From an optimization exercise on the open Yosys and OpenROAD flow, aimed at small area; shortcuts taken in it are not production practice.
In this exercise RTL edits were held to simulation tests only and were not proved equivalent to the original.
No activity file was given, so power comes from the tool's default toggle rates.

==> flow/design.v <==
module KFPS2KB_Shift_Register #(
    parameter over_time = 16'd1000
) (
    input   logic           clock,
    input   logic           reset,
    input   logic           device_clock,
    input   logic           device_data,
    output  logic   [7:0]   register,
    output  logic           recieved_flag,
    output  logic           error_flag
);
    typedef enum {READY, RECEIVING, STOPBIT} shit_state_t;
    logic           prev_device_clock;
    logic           device_clock_edge;
    logic   [8:0]   shift_register;
    logic   [3:0]   bit_count;
    logic           parity_bit;
    logic   [15:0]  receiving_time;
    logic           over_receiving_time;
    shit_state_t    next_state;
    shit_state_t    state;
    always_ff @(posedge clock, posedge reset) begin
        if (reset)
            prev_device_clock <= 1'b0;
        else
            prev_device_clock <= device_clock;
    end
    assign device_clock_edge = (prev_device_clock != device_clock) & (device_clock == 1'b0);
    always_ff @(posedge clock, posedge reset) begin
        if (reset)
            shift_register <= 9'b0_0000_0000;
        else if ((state == RECEIVING) & (device_clock_edge))
            shift_register <= {device_data, shift_register[8:1]};
        else
            shift_register <= shift_register;
    end
    always_ff @(posedge clock, posedge reset) begin
        if (reset)
            bit_count <= 4'b0000;
        else if (state == READY)
            bit_count <= 4'b0000;
        else if ((state == RECEIVING) & (device_clock_edge))
            bit_count <= bit_count + 4'b0001;
        else
            bit_count <= bit_count;
    end
    assign parity_bit = ~(shift_register[0]
                        + shift_register[1]
                        + shift_register[2]
                        + shift_register[3]
                        + shift_register[4]
                        + shift_register[5]
                        + shift_register[6]
                        + shift_register[7]);
    always_ff @(posedge clock, posedge reset) begin
        if (reset)
            receiving_time <= 16'h0000;
        else if (state == READY)
            receiving_time <= 16'h0000;
        else if (device_clock_edge)
            receiving_time <= 16'h0000;
        else if (over_receiving_time == 1'b0)
            receiving_time <= receiving_time + 16'h0001;
        else
            receiving_time <= receiving_time;
    end
    assign over_receiving_time = (receiving_time >= over_time) ? 1'b1 : 1'b0;
    always_ff @(posedge clock, posedge reset) begin
        if (reset) begin
            recieved_flag <= 1'b0;
            error_flag    <= 1'b0;
        end
        else if (over_receiving_time) begin
            recieved_flag <= 1'b0;
            error_flag    <= 1'b1;
        end
        else if (state == STOPBIT) begin
            if (device_clock_edge) begin
                if ((device_data == 1'b1) && (shift_register[8] == parity_bit)) begin
                    recieved_flag <= 1'b1;
                    error_flag    <= 1'b0;
                end
                else begin
                    recieved_flag <= 1'b0;
                    error_flag    <= 1'b1;
                end
            end
            else begin
                recieved_flag <= 1'b0;
                error_flag    <= 1'b0;
            end
        end
        else begin
            recieved_flag <= 1'b0;
            error_flag    <= 1'b0;
        end
    end
    always_ff @(posedge clock, posedge reset) begin
        if (reset)
            register <= 8'h00;
        else if ((state == STOPBIT) && (device_clock_edge))
            register <= shift_register[7:0];
        else
            register <= register;
    end
    always_comb begin
        next_state = READY;
        case (state)
            READY: begin
                if ((device_clock_edge) && (device_data == 1'b0))
                    next_state = RECEIVING;
                else
                    next_state = READY;
            end
            RECEIVING: begin
                if (bit_count >= 4'b1001)
                    next_state = STOPBIT;
                else
                    next_state = RECEIVING;
            end
            STOPBIT: begin
                if (device_clock_edge)
                    next_state = READY;
                else
                    next_state = STOPBIT;
            end
        endcase
        if (over_receiving_time)
            next_state = READY;
    end
    always_ff @(posedge clock, posedge reset) begin
        if (reset)
            state <= READY;
        else
            state <= next_state;
    end
endmodule
module KFPS2KB #(
    parameter over_time = 16'd1000
) (
    input   logic           clock,
    input   logic           reset,
    input   logic           device_clock,
    input   logic           device_data,
    output  logic           irq,
    output  logic   [7:0]   keycode,
    input   logic           clear_keycode
);
    logic   [7:0]   register;
    logic           recieved_flag;
    logic           error_flag;
    logic           break_flag;
    KFPS2KB_Shift_Register #(
        .over_time      (over_time)
    ) u_Shift_Register (
        .clock              (clock),
        .reset              (reset),
        .device_clock       (device_clock),
        .device_data        (device_data),
        .register           (register),
        .recieved_flag      (recieved_flag),
        .error_flag         (error_flag)
    );
    function logic [7:0] scancode_converter (input [7:0] code);
        casez (code)
            8'h00: scancode_converter = 8'hFF;
            8'h01: scancode_converter = 8'h43;   
            8'h02: scancode_converter = 8'h41;
            8'h03: scancode_converter = 8'h3F;   
            8'h04: scancode_converter = 8'h3D;   
            8'h05: scancode_converter = 8'h3B;   
            8'h06: scancode_converter = 8'h3C;   
            8'h07: scancode_converter = 8'h58;   
            8'h08: scancode_converter = 8'h64;
            8'h09: scancode_converter = 8'h44;   
            8'h0A: scancode_converter = 8'h42;   
            8'h0B: scancode_converter = 8'h40;   
            8'h0C: scancode_converter = 8'h3E;   
            8'h0D: scancode_converter = 8'h0F;   
            8'h0E: scancode_converter = 8'h29;   
            8'h0F: scancode_converter = 8'h59;
            8'h10: scancode_converter = 8'h65;
            8'h11: scancode_converter = 8'h38;   
            8'h12: scancode_converter = 8'h2A;   
            8'h13: scancode_converter = 8'h70;   
            8'h14: scancode_converter = 8'h1D;   
            8'h15: scancode_converter = 8'h10;   
            8'h16: scancode_converter = 8'h02;   
            8'h17: scancode_converter = 8'h5A;
            8'h18: scancode_converter = 8'h66;
            8'h19: scancode_converter = 8'h71;
            8'h1A: scancode_converter = 8'h2C;   
            8'h1B: scancode_converter = 8'h1F;   
            8'h1C: scancode_converter = 8'h1E;   
            8'h1D: scancode_converter = 8'h11;   
            8'h1E: scancode_converter = 8'h03;   
            8'h1F: scancode_converter = 8'h5B;   
            8'h20: scancode_converter = 8'h67;
            8'h21: scancode_converter = 8'h2E;   
            8'h22: scancode_converter = 8'h2D;   
            8'h23: scancode_converter = 8'h20;   
            8'h24: scancode_converter = 8'h12;   
            8'h25: scancode_converter = 8'h05;   
            8'h26: scancode_converter = 8'h04;   
            8'h27: scancode_converter = 8'h5C;   
            8'h28: scancode_converter = 8'h68;
            8'h29: scancode_converter = 8'h39;   
            8'h2A: scancode_converter = 8'h2F;   
            8'h2B: scancode_converter = 8'h21;   
            8'h2C: scancode_converter = 8'h14;   
            8'h2D: scancode_converter = 8'h13;   
            8'h2E: scancode_converter = 8'h06;   
            8'h2F: scancode_converter = 8'h5D;   
            8'h30: scancode_converter = 8'h69;
            8'h31: scancode_converter = 8'h31;   
            8'h32: scancode_converter = 8'h30;   
            8'h33: scancode_converter = 8'h23;   
            8'h34: scancode_converter = 8'h22;   
            8'h35: scancode_converter = 8'h15;   
            8'h36: scancode_converter = 8'h07;   
            8'h37: scancode_converter = 8'h5E;
            8'h38: scancode_converter = 8'h6A;
            8'h39: scancode_converter = 8'h72;
            8'h3A: scancode_converter = 8'h32;   
            8'h3B: scancode_converter = 8'h24;   
            8'h3C: scancode_converter = 8'h16;   
            8'h3D: scancode_converter = 8'h08;   
            8'h3E: scancode_converter = 8'h09;   
            8'h3F: scancode_converter = 8'h5F;
            8'h40: scancode_converter = 8'h6B;
            8'h41: scancode_converter = 8'h33;   
            8'h42: scancode_converter = 8'h25;   
            8'h43: scancode_converter = 8'h17;   
            8'h44: scancode_converter = 8'h18;   
            8'h45: scancode_converter = 8'h0B;   
            8'h46: scancode_converter = 8'h0A;   
            8'h47: scancode_converter = 8'h60;
            8'h48: scancode_converter = 8'h6C;
            8'h49: scancode_converter = 8'h34;   
            8'h4A: scancode_converter = 8'h35;   
            8'h4B: scancode_converter = 8'h26;   
            8'h4C: scancode_converter = 8'h27;   
            8'h4D: scancode_converter = 8'h19;   
            8'h4E: scancode_converter = 8'h0C;   
            8'h4F: scancode_converter = 8'h61;
            8'h50: scancode_converter = 8'h6D;
            8'h51: scancode_converter = 8'h7D;   
            8'h52: scancode_converter = 8'h28;   
            8'h53: scancode_converter = 8'h74;
            8'h54: scancode_converter = 8'h1A;   
            8'h55: scancode_converter = 8'h0D;   
            8'h56: scancode_converter = 8'h62;
            8'h57: scancode_converter = 8'h6E;
            8'h58: scancode_converter = 8'h3A;   
            8'h59: scancode_converter = 8'h36;   
            8'h5A: scancode_converter = 8'h1C;   
            8'h5B: scancode_converter = 8'h1B;   
            8'h5C: scancode_converter = 8'h75;
            8'h5D: scancode_converter = 8'h2B;   
            8'h5E: scancode_converter = 8'h63;
            8'h5F: scancode_converter = 8'h76;
            8'h60: scancode_converter = 8'h55;
            8'h61: scancode_converter = 8'h56;
            8'h62: scancode_converter = 8'h77;
            8'h63: scancode_converter = 8'h78;
            8'h64: scancode_converter = 8'h79;   
            8'h65: scancode_converter = 8'h7A;
            8'h66: scancode_converter = 8'h0E;   
            8'h67: scancode_converter = 8'h7B;   
            8'h68: scancode_converter = 8'h7C;
            8'h69: scancode_converter = 8'h4F;   
            8'h6A: scancode_converter = 8'h7D;
            8'h6B: scancode_converter = 8'h4B;   
            8'h6C: scancode_converter = 8'h47;   
            8'h6D: scancode_converter = 8'h7E;
            8'h6E: scancode_converter = 8'h7F;
            8'h6F: scancode_converter = 8'h6F;
            8'h70: scancode_converter = 8'h52;   
            8'h71: scancode_converter = 8'h53;   
            8'h72: scancode_converter = 8'h50;   
            8'h73: scancode_converter = 8'h4C;   
            8'h74: scancode_converter = 8'h4D;   
            8'h75: scancode_converter = 8'h48;   
            8'h76: scancode_converter = 8'h01;   
            8'h77: scancode_converter = 8'h45;   
            8'h78: scancode_converter = 8'h57;   
            8'h79: scancode_converter = 8'h4E;   
            8'h7A: scancode_converter = 8'h51;   
            8'h7B: scancode_converter = 8'h4A;   
            8'h7C: scancode_converter = 8'h37;   
            8'h7D: scancode_converter = 8'h49;   
            8'h7E: scancode_converter = 8'h46;   
            8'h7F: scancode_converter = 8'h54;
            8'h80: scancode_converter = 8'h81;
            8'h81: scancode_converter = 8'h82;
            8'h82: scancode_converter = 8'h83;
            8'h83: scancode_converter = 8'h41;   
            8'h84: scancode_converter = 8'h84;
            8'h85: scancode_converter = 8'h85;
            8'h86: scancode_converter = 8'h86;
            8'h87: scancode_converter = 8'h87;
            8'h88: scancode_converter = 8'h88;
            8'h89: scancode_converter = 8'h89;
            8'h8A: scancode_converter = 8'h8A;
            8'h8B: scancode_converter = 8'h8B;
            8'h8C: scancode_converter = 8'h8C;
            8'h8D: scancode_converter = 8'h8D;
            8'h8E: scancode_converter = 8'h8E;
            8'h8F: scancode_converter = 8'h8F;
            default:
                scancode_converter = code;
        endcase
    endfunction
    always_ff @(posedge clock, posedge reset) begin
        if (reset) begin
            irq         <= 1'b0;
            keycode     <= 8'h00;
            break_flag  <= 1'b0;
        end
        else if (clear_keycode) begin
            irq         <= 1'b0;
            keycode     <= 8'h00;
            break_flag  <= 1'b0;
        end
        else if (error_flag) begin
            irq         <= 1'b1;
            keycode     <= 8'hFF;
            break_flag  <= 1'b0;
        end
        else if (recieved_flag) begin
            if (irq == 1'b1) begin
                irq         <= 1'b1;
                keycode     <= 8'hFF;
                break_flag  <= 1'b0;
            end
            else if (register == 8'hF0) begin
                irq         <= 1'b0;
                keycode     <= 8'h00;
                break_flag  <= 1'b1;
            end
            else begin
                irq         <= 1'b1;
                keycode     <= scancode_converter(register) | (break_flag ? 8'h80 : 8'h00);
                break_flag  <= 1'b0;
            end
        end
        else begin
            irq         <= irq;
            keycode     <= keycode;
            break_flag  <= break_flag;
        end
    end
endmodule
module KFPS2IRKB #(
    parameter over_time         = 16'd10000,   
    parameter bit_phase_cycle   = 16'd22000-16'd1    
) (
    input   logic           clock,
    input   logic           reset,
    input   logic           device_clock,
    input   logic           device_data,
    output  logic           ir_signal
);
    logic           irq;
    logic   [7:0]   keycode;
    logic           clear_keycode;
    logic   [9:0]   shift_register;
    logic           shift;
    logic   [3:0]   send_count;
    logic           sending;
    logic   [1:0]   send_code;
    logic   [15:0]  phase_cycle_count;
    logic           bit_1_signal;
    logic           bit_0_signal;
    KFPS2KB #(
        .over_time          (over_time)
    ) u_KFPS2KB (
        .clock              (clock),
        .reset              (reset),
        .device_clock       (device_clock),
        .device_data        (device_data),
        .irq                (irq),
        .keycode            (keycode),
        .clear_keycode      (clear_keycode)
    );
    always_ff @(posedge clock, posedge reset) begin
        if (reset)
            shift_register      <= 10'b1111111111;
        else if (shift)
            shift_register      <= {1'b1, shift_register[9:1]};
        else if (~sending & irq)
            shift_register      <= {1'b1, keycode, 1'b1};
        else
            shift_register      <= shift_register;
    end
    always_ff @(posedge clock, posedge reset) begin
        if (reset) begin
            send_count          <= 4'd0;
            shift               <= 1'b0;
            clear_keycode       <= 1'b0;
        end
        else if (~|phase_cycle_count) begin
            if (|send_count) begin
                send_count      <= send_count - 4'd1;
                clear_keycode   <= 1'b0;
                shift           <= 1'b1;
            end
            else if (irq) begin
                send_count      <= 4'd10;
                clear_keycode   <= 1'b1;
                shift           <= 1'b0;
            end
            else begin
                send_count      <= send_count;
                clear_keycode   <= 1'b0;
                shift           <= 1'b0;
            end
        end
        else begin
            send_count          <= send_count;
            shift               <= 1'b0;
            clear_keycode       <= 1'b0;
        end
    end
    assign  sending     = |send_count;
    assign  send_code   = {sending, shift_register[0]};
    always_ff @(posedge clock, posedge reset) begin
        if (reset)
            phase_cycle_count   <= bit_phase_cycle;
        else if (~|phase_cycle_count)
            phase_cycle_count   <= bit_phase_cycle;
        else
            phase_cycle_count   <= phase_cycle_count - 1'd1;
    end
    always_ff @(posedge clock, posedge reset) begin
        if (reset)
            bit_1_signal        <= 1'b1;
        else if (phase_cycle_count == bit_phase_cycle)
            bit_1_signal        <= 1'b0;
        else if (phase_cycle_count == {1'b0, bit_phase_cycle[15:1]})
            bit_1_signal        <= 1'b1;
        else
            bit_1_signal        <= bit_1_signal;
    end
    assign  bit_0_signal = ~bit_1_signal;
    always_ff @(posedge clock, posedge reset) begin
        if (reset)
            ir_signal           <= 1'b1;
        else
            casez (send_code)
                2'b10:  ir_signal   <= bit_0_signal;
                2'b11:  ir_signal   <= bit_1_signal;
                default:ir_signal   <= 1'b1;
            endcase
    end
endmodule
==> flow/run.sh <==
#!/bin/bash
# synth_recipe.tcl (not shown) runs the flow's synth.tcl, then flattens the netlist and writes it again
# the make line also repeats each setting of config.mk as NAME=value (left out here)
make -C /OpenROAD-flow-scripts/flow DESIGN_CONFIG=/design/flow/config.mk WORK_HOME=/design/flow/orfs CLKGATE_MAP_FILE= SYNTH_SCRIPT=/design/flow/synth_recipe.tcl finish
==> flow/config.mk <==
export PLATFORM = sky130hd
export DESIGN_NAME = KFPS2IRKB
export DESIGN_NICKNAME = KFPS2IRKB
export VERILOG_FILES = /design/flow/design.v
export SDC_FILE = /design/flow/constraint.sdc
export NUM_CORES = 4
export LEC_CHECK = 0
export CAP_MARGIN = 20
export CORE_MARGIN = 2
export CORE_UTILIZATION = 40
export PLACE_DENSITY = 0.6
export SLEW_MARGIN = 20
==> flow/constraint.sdc <==
create_clock -name core_clock -period 20.0 [get_ports {clock}]
set_input_delay 4.0000 -clock core_clock [delete_from_list [all_inputs] [get_ports {clock}]]
set_output_delay 4.0000 -clock core_clock [all_outputs]
set_load 0.01 [all_outputs]
==> results.py <==
metrics = {
    "cells_and_area": {
        "fin_nets": 777,
        "syn_to_final_growth_pct": 6.37,
        "num_antenna_cells": 0,
        "fill_cells": 1631,
        "layout-drive-gt1-share_pct": 13.4,
        "regArea_sq_um": 2160,
        "multiInputGateArea_sq_um": 3970,
    },
    "placed_design": {
        "dpl.hpwl_um": 13900,
        "port_buffers": 4,
        "routabilityCongestion": 1.05,
    },
    "pwr": {
        "p_leak_nw": 2.69,
        "p_per_area_nw_per_um2": 66.7,
        "ir_drop_v": 0.0000859,
        "power_uw": 462,
    },
    "global_route": {
        "gr-total-overflow": 0,
        "antenna_found_initial": 0,
        "grt_pass1_vias": 5810,
        "grt_pass1_wl_um": 31900,
        "grt_use_total_pct": 23.0,
        "grt_max_degree": 85,
    },
    "synth": {
        "synth_top_area_share_pct": 24.2,
        "synth_flop_cell": "dfrtp_1",
        "synthSimpleGateAreaFrac_pct": 30.0,
        "ys_ff_latch": 85,
        "yosys-top-cells-area": "dfrtp_1 (24%), dfstp_2 (8.9%), nand2_1 (5.1%)",
        "synth_fa_ha_area_share_pct": 1.73,
        "postSynthAreaPerCell_sq_um": 8.22,
        "synthMuxAreaShare_pct": 3.47,
        "synth_cells": 793,
        "synth_top_family_by_area": "simple AND/OR/NAND/NOR gates",
        "synthArstFlopShare_pct": 100,
        "syn-cell-area_sq_um": 6520,
        "synth-compound-area-share_pct": 20.1,
        "yosys_warnings": 3,
        "synth-edff-count": 0,
        "yosysTopAreaCell": "dfrtp_1",
        "syn-num-nets": 806,
        "synth-xor-area-share_pct": 5.11,
        "yosysSeqAreaShare_pct": 33.1,
        "synth.distinct_cells": 94,
    },
    "sta": {
        "hold_viol_final": 0,
        "worst_hold_slack_ns": 0.472,
        "fin_crit_sh_pct": 27.4,
        "rsz0062_at_grt": "false",
        "slew_violations": 0,
        "fin_crit_ns": 5.47,
        "setup_viol": 0,
        "fin_setup_tns_ns": 0,
        "tightestPinTransition_ns": 0.984,
        "fmax_mhz": 183,
        "relSlewSlack_pct": 32.7,
        "skew_ns": 0.00985,
    },
    "drt": {
        "ant_nets": 0,
        "wl_per_cell_um": 20.5,
        "drc": 0,
        "routed_via_density": 6.30,
        "drt_iter0_markers": 719,
        "drt_wl_total_um": 20200,
        "drtPass1Iterations": 5,
        "num_vias": 6205,
    },
    "floorplanning": {
        "fp.dieH_um": 132,
        "num_rows": 46,
        "initial_core_util_pct": 41.0,
        "die_w_um": 132,
        "die_area_sq_um": 17300,
        "io_pins": 5,
        "coreArea_sq_um": 15900,
    },
    "clock_tree": {
        "cts.htree.levels": 3,
        "post_cts_resize_count": 0,
        "cts_buffers": 9,
        "clock_sinks": 85,
        "hold_buffers": 0,
        "postCtsSetupBuffers": 0,
        "clockBufferDepth": 2,
        "tritoncts": "done",
        "clk_latency_ns": 0.33,
        "root_buffer": "clkbuf_16",
        "clk_pin_slew_ns": 0.06,
    },
    "critical_path": {
        "cp_max_fo": 16,
        "worstPathRequired_ns": 20.22,
        "worstSetupStartpointType": "input pin",
        "path_class": "in2reg",
        "end_kind": "register",
        "arrival_ns": 5.69,
    },
    "flow_run": {
        "drv.max_cap_violation_count": 0,
    },
    "status": {
        "outcome": "timing/DRC/antenna clean",
    },
    "min_path": {
        "hold_path_class": "reg2reg",
    },
}
==> critical path: stages <==
cell and delay, ns:
clkdlybuf4s50_1 0.41, nand2b_1 0.26, nor2b_2 0.58, nand4_1 0.21
xor2_1 0.18, nor2_1 0.05
==> layout by cell type (no fill, tap or decap), types with 18 or more instances in the layout <==
master and n:
xor2_1 20, nor2_1 82, dfrtp_1 62, nand3_1 35
dfstp_2 22, nor3_1 35, o21ai_0 58, xnor2_1 18
a21oi_1 44, nand2_1 88
==> cell usage after synthesis, drive strengths merged, types with 4 or more instances <==
cell,instances
and2,4
ha,9
dfstp,22
nand4b,4
nand4bb,4
o21ai,63
nand4,14
and3,9
or4,5
a22oi,4
a31oi,12
nand3b,5
nor4,10
nand3,35
xnor2,18
a211oi,4
clkbuf,27
dfrtp,63
nor3b,7
a221oi,4
o22ai,15
nor2,83
mux2i,8
xor2,20
nand2b,10
mux2,13
nand2,89
or2,4
inv,17
nor2b,15
nor3,35
o31ai,4
or4b,6
a21oi,44
a311oi,5
o211ai,5
o32ai,4
buf,34
==> registers in the layout, summed over array words and instances (netlist names) <==
signal,cells
u_KFPS2KB.u_Shift_Register.register,8
u_KFPS2KB.u_Shift_Register.shift_register,9
shift,1
u_KFPS2KB.u_Shift_Register.error_flag,1
u_KFPS2KB.keycode,8
ir_signal,1
u_KFPS2KB.u_Shift_Register.bit_count,4
send_count,4
phase_cycle_count,16
clear_keycode,1
u_KFPS2KB.break_flag,1
u_KFPS2KB.u_Shift_Register.recieved_flag,1
u_KFPS2KB.u_Shift_Register.prev_device_clock,1
u_KFPS2KB.irq,1
bit_1_signal,1
u_KFPS2KB.u_Shift_Register.state,2
u_KFPS2KB.u_Shift_Register.receiving_time,16
shift_register,9
==> worst paths after layout <==
kind,slack (ns),cells after the start,start,endpoint
worst max-delay path,14.53,6,device_clock,u_KFPS2KB.u_Shift_Register.bit_count[3]$_DFFE_PP0P_
worst min-delay path,0.47,1,phase_cycle_count[0]$_DFF_PP1_,phase_cycle_count[0]$_DFF_PP1_
worst max register to register,16.01,9,u_KFPS2KB.u_Shift_Register.register[6]$_DFFE_PP0P_,u_KFPS2KB.keycode[6]$_DFFE_PP0P_
worst min register to register,0.47,1,phase_cycle_count[0]$_DFF_PP1_,phase_cycle_count[0]$_DFF_PP1_
max in group asynchronous,15.15,3,reset,u_KFPS2KB.u_Shift_Register.register[2]$_DFFE_PP0P_
min in group asynchronous,4.04,2,reset,ir_signal$_DFF_PP1_
==> metal layers <==
metal / track usage (%) / vias to the layer above / share of wire (%)
li1: - / 2827 / -
met1: 32.5 / 2932 / 43
met2: 32.9 / 382 / 43
met3: 6.29 / 64 / 11
met4: 9.30 / 0 / 3.5
met5: 0 / - / 0
==> area by class of cell <==
class	count	area share (%)
Multi-Input combinational cell	629	57.2
Sequential cell	85	31.1
Tap cell	216	3.90
Clock buffer	11	3.50
Timing Repair Buffer	21	2.47
Inverter	18	0.993
Clock inverter	5	0.830
==> cell families (layout without fill, tap and decap cells) <==
kind of cell,after synthesis,count (layout)
compound gates,201,201
xor+xnor,38,38
fa+ha+maj,9,9
buf+inv,79,55
flops,85,85
mux,21,21
simple gates,360,360
==> stage by stage <==
step | util [%] | cell area (sq um) | cells | setup WS (ns)
after floorplan | - | 6520 | 793 | 13.84
after global placement | 41.7 | 6620 | 969 | 13.96
after detailed placement | 41.7 | 6620 | 969 | 13.85
after CTS | 43.6 | 6920 | 985 | 14.21
after global routing | 43.6 | 6930 | 985 | 14.39
final | 43.6 | 6930 | 985 | 14.53
==> where the power goes <==
part           internal [mW]  switching (mW)  leakage [nW]  total [mW]
Clock                  0.100          0.0665         0.150       0.167
Sequential             0.188          0.0185          1.01       0.206
Combinational         0.0428          0.0464          1.53      0.0892
Total                  0.331           0.131          2.69       0.462

port drivers added, routing unchanged:
The flow's constraints put no driver on any port. The routed layout listed below was extracted and timed again, unchanged, in two steps.
Step 1: set_driving_cell puts a clkbuf_16 on clock and a buf_2 on each other input, an assumption about the parent block.
Step 2 also shifts input and output timing later by t, the mid clock arrival at the registers, as if the neighbouring blocks saw the same clock.
a / b / c = no drivers / after step 1 / after step 2; a / b = the first two.
shift t [ns]: 0.363
setup WS [ns]: 14.528 / 14.540 / 14.177
worst setup path after step 2: input to register
After both steps this run still meets setup and hold. For this run, drivers alone change the setup slack by +0.012 ns; drivers and shift together by -0.351 ns.
